Background: an optimization exercise with open tools, aiming at small area. Do not read the settings as production practice.
Only simulation tests tie the RTL to the original design; equivalence was not proved.
Power is estimated from default activity; no workload was simulated.

## uart_full_ssd_display
module uart_full_ssd_display (
    input clk,                   
    input rst,                   
    input wire uart_rxd,         
    output wire uart_txd,        
    output wire [6:0] segments,  
    output wire [3:0] dig_sel    
    );
    function [8:0] step9(input [8:0] s);
        step9 = {s[7:0], ~(s[8] ^ s[4])};
    endfunction
    function [15:0] step16(input [15:0] s);
        step16 = {s[14:0], ~(s[15] ^ s[14] ^ s[12] ^ s[3])};
    endfunction
    localparam [8:0]  BIT_END  = 9'b101101100;
    localparam [8:0]  BIT_HALF = 9'b001001101;
    localparam [15:0] SEL_END  = 16'b0100111011000001;
    localparam [4:0]  DONE_W   = 5'd23;
    localparam [15:0] DONE_SEL = 16'b0111000011001010;
    localparam [8:0]  CNT_ONE  = 9'b000000001;       
    localparam [8:0]  CNT_PRE  = 9'b100000000;       
    localparam P_D6    = 4'd6;
    localparam P_STOP  = 4'd8;
    localparam P_IDLE  = 4'd9;
    localparam P_START = 4'd15;
    reg        rxd_0, rxd_1;
    reg [3:0]  rp;
    reg [8:0]  rc;
    reg [7:0]  rd;
    wire r_half  = rc == BIT_HALF;
    wire r_end   = rc == BIT_END;
    wire r_data  = ~rp[3];
    wire r_stop  = rp == P_STOP;
    wire r_idle  = rp == P_IDLE;
    wire r_valid = r_stop & r_half;
    wire r_just  = r_idle & rc[0];           
    always @(posedge clk) begin
        if (~rst) begin
            rxd_0 <= 1'b1;
            rxd_1 <= 1'b1;
        end else begin
            rxd_0 <= uart_rxd;
            rxd_1 <= rxd_0;
        end
    end
    always @(posedge clk) begin
        if (~rst) begin
            rp <= P_IDLE;
            rc <= 9'd0;
        end else if (r_idle) begin
            rc <= 9'd0;
            if (~rxd_1) rp <= P_START;
        end else if (r_valid) begin
            rp <= P_IDLE;
            rc <= CNT_ONE;
        end else if (r_end) begin
            rp <= rp + 4'd1;
            rc <= 9'd0;
        end else begin
            rc <= step9(rc);
        end
    end
    always @(posedge clk) begin
  ...
Size: about 0.0031 mm2 of cells after synthesis.
==> module uart_full_ssd_display, before the edit <==
module uart_full_ssd_display (
    input clk,                   
    input rst,                   
    input wire uart_rxd,         
    output wire uart_txd,        
    output wire [6:0] segments,  
    output wire [3:0] dig_sel    
    );
    function [8:0] step9(input [8:0] s);
        step9 = {s[7:0], ~(s[8] ^ s[4])};
    endfunction
    function [15:0] step16(input [15:0] s);
        step16 = {s[14:0], ~(s[15] ^ s[14] ^ s[12] ^ s[3])};
    endfunction
    localparam [8:0]  BIT_END  = 9'b101101100;
    localparam [8:0]  BIT_HALF = 9'b001001101;
    localparam [15:0] SEL_END  = 16'b0100111011000001;
    localparam [4:0]  DONE_W   = 5'd23;
    localparam [15:0] DONE_SEL = 16'b0111000011001010;
    localparam [8:0]  CNT_ONE  = 9'b000000001;       
    localparam [8:0]  CNT_PRE  = 9'b100000000;       
    localparam P_D6    = 4'd6;
    localparam P_STOP  = 4'd8;
    localparam P_IDLE  = 4'd9;
    localparam P_START = 4'd15;
    reg        rxd_0, rxd_1;
    reg [3:0]  rp;
    reg [8:0]  rc;
    reg [7:0]  rd;
    wire r_half  = rc == BIT_HALF;
    wire r_end   = rc == BIT_END;
    wire r_data  = ~rp[3];
    wire r_stop  = rp == P_STOP;
    wire r_idle  = rp == P_IDLE;
    wire r_valid = r_stop & r_half;
    wire r_just  = r_idle & rc[0];           
    always @(posedge clk) begin
        if (~rst) begin
            rxd_0 <= 1'b1;
            rxd_1 <= 1'b1;
        end else begin
            rxd_0 <= uart_rxd;
            rxd_1 <= rxd_0;
        end
    end
    always @(posedge clk) begin
        if (~rst) begin
            rp <= P_IDLE;
            rc <= 9'd0;
        end else if (r_idle) begin
            rc <= 9'd0;
            if (~rxd_1) rp <= P_START;
        end else if (r_valid) begin
            rp <= P_IDLE;
            rc <= CNT_ONE;
        end else if (r_end) begin
            rp <= rp + 4'd1;
            rc <= 9'd0;
        end else begin
            rc <= step9(rc);
        end
    end
    always @(posedge clk) begin
        if (r_data & r_half) rd <= {rxd_1, rd[7:1]};
    end
    reg [7:0] last_byte;
    always @(posedge clk) begin
        if (r_valid) last_byte <= rd;
    end
    reg [3:0] tp;
    reg [8:0] tc;
    wire t_data = ~tp[3];
    wire t_idle = tp == P_IDLE;
    wire t_stop = tp == P_STOP;
    wire t_end  = tc == BIT_END;
    always @(posedge clk) begin
        if (~rst) begin
            tp <= P_IDLE;
            tc <= 9'd0;
        end else if (t_idle) begin
            if (r_just) tp <= P_START;
        end else if (t_end) begin
            tp <= tp + 4'd1;
            tc <= t_stop ? CNT_ONE : (tp == P_D6) ? CNT_PRE : 9'd0;
        end else begin
            tc <= step9(tc);
        end
    end
    assign uart_txd = t_data ? last_byte[tp[2:0]] : ~tp[2];
    reg [15:0] sel;
    reg [4:0]  w;          
    reg        done;       
    reg        dash;
    reg [3:0]  input_bits;
    wire wrap = sel == SEL_END;
    always @(posedge clk) begin
        if (~rst) begin
            sel  <= 16'd0;
            w    <= 5'd0;
            done <= 1'b0;
            dash <= 1'b1;
        end else begin
            sel <= wrap ? 16'd0 : step16(sel);
            if (wrap) w <= w + 5'd1;
            if (w == DONE_W && sel == DONE_SEL) done <= 1'b1;
            if (done & r_valid) dash <= 1'b0;
        end
    end
    always @(posedge clk) begin
        if (wrap)
            input_bits <= dash ? 4'd0 : (w[0] ? last_byte[7:4] : last_byte[3:0]);
    end
    wire started = done | (|w);
    assign dig_sel = {started, started, w[0], started & ~w[0]};
    Segment_Selector ssd_display (
        .input_bits(input_bits),
        .dash(dash),
        .segments(segments)
    );
endmodule
Settings: LEC_CHECK=0, CAP_MARGIN=20, CORE_MARGIN=2, CORE_UTILIZATION=40, SLEW_MARGIN=20; clock period 20.0 ns.
run.sh (not shown) runs the stock make flow with config.mk's settings and CLKGATE_MAP_FILE= SYNTH_SCRIPT=/design/flow/synth_recipe.tcl, a recipe that flattens the netlist after the stock synthesis.
The baseline passed the timing, design-rule and antenna checks.
Then changed:
--- a/flow/design.v
+++ b/flow/design.v
@@ -14,22 +14,13 @@
     output wire uart_txd,        
     output wire [6:0] segments,  
     output wire [3:0] dig_sel    
     );
-    function [8:0] step9(input [8:0] s);
-        step9 = {s[7:0], ~(s[8] ^ s[4])};
-    endfunction
-    function [15:0] step16(input [15:0] s);
-        step16 = {s[14:0], ~(s[15] ^ s[14] ^ s[12] ^ s[3])};
-    endfunction
-    localparam [8:0]  BIT_END  = 9'b101101100;
-    localparam [8:0]  BIT_HALF = 9'b001001101;
-    localparam [15:0] SEL_END  = 16'b0100111011000001;
-    localparam [4:0]  DONE_W   = 5'd23;
-    localparam [15:0] DONE_SEL = 16'b0111000011001010;
-    localparam [8:0]  CNT_ONE  = 9'b000000001;       
-    localparam [8:0]  CNT_PRE  = 9'b100000000;       
-    localparam P_D6    = 4'd6;
+    localparam BIT_END  = 9'd434;            
+    localparam BIT_HALF = 9'd217;            
+    localparam SEL_END  = 16'd41667;         
+    localparam DONE_SEL = 16'd41635;         
+    localparam DONE_W   = 5'd23;
     localparam P_STOP  = 4'd8;
     localparam P_IDLE  = 4'd9;
     localparam P_START = 4'd15;
     reg        rxd_0, rxd_1;
@@ -60,14 +51,14 @@
             rc <= 9'd0;
             if (~rxd_1) rp <= P_START;
         end else if (r_valid) begin
             rp <= P_IDLE;
-            rc <= CNT_ONE;
+            rc <= 9'd1;
         end else if (r_end) begin
             rp <= rp + 4'd1;
             rc <= 9'd0;
         end else begin
-            rc <= step9(rc);
+            rc <= rc + 9'd1;
         end
     end
     always @(posedge clk) begin
         if (r_data & r_half) rd <= {rxd_1, rd[7:1]};
@@ -80,20 +71,20 @@
     reg [8:0] tc;
     wire t_data = ~tp[3];
     wire t_idle = tp == P_IDLE;
     wire t_stop = tp == P_STOP;
-    wire t_end  = tc == BIT_END;
+    wire t_end  = tc == {8'd217, tp == 4'd7};    
     always @(posedge clk) begin
         if (~rst) begin
             tp <= P_IDLE;
             tc <= 9'd0;
         end else if (t_idle) begin
             if (r_just) tp <= P_START;
         end else if (t_end) begin
             tp <= tp + 4'd1;
-            tc <= t_stop ? CNT_ONE : (tp == P_D6) ? CNT_PRE : 9'd0;
+            tc <= t_stop ? 9'd1 : 9'd0;
         end else begin
-            tc <= step9(tc);
+            tc <= tc + 9'd1;
         end
     end
     assign uart_txd = t_data ? last_byte[tp[2:0]] : ~tp[2];
     reg [15:0] sel;
@@ -108,9 +99,9 @@
             w    <= 5'd0;
             done <= 1'b0;
             dash <= 1'b1;
         end else begin
-            sel <= wrap ? 16'd0 : step16(sel);
+            sel <= wrap ? 16'd0 : sel + 16'd1;
             if (wrap) w <= w + 5'd1;
             if (w == DONE_W && sel == DONE_SEL) done <= 1'b1;
             if (done & r_valid) dash <= 1'b0;
         end
Hold slack is about the same.
Clock power decreases by about a fifth.
Total power increases by roughly a tenth.
Critical path depth stays the same.
Clock-buffer cell count decreases by 2.
Die area increases by about a fifth.
Worst setup slack improved by 0.11 ns.
Core utilization decreases by 0.80 points.
Design area increases by roughly a tenth.
Via count increases by a quarter to a third.
Fmax increases slightly.

[port drivers added, routing unchanged]
How much do the figures lean on ideal ports? The routed layouts below were timed once more, with nothing changed but the port constraints.
Step 1 assumes that a clkbuf_16 drives the clock port and a buf_2 every other input.
Step 2 adds t to the input delays and takes it off the output delays; t is the mean of the earliest and latest rising clock arrival at the registers after step 1. Input paths then give back, and output paths get back, about the clock's delay inside the block.
Slacks: ideal ports / drivers / drivers and shift; pairs: ideal ports / drivers.
run | t, ns | setup WS [ns] | worst data-port slew with drivers (ns)
the first run | 0.365 | 13.762 / 13.734 / 14.099 | 0.03
the second run | 0.369 | 13.871 / 13.839 / 14.208 | 0.03
After both steps setup and hold are still met in every run listed.
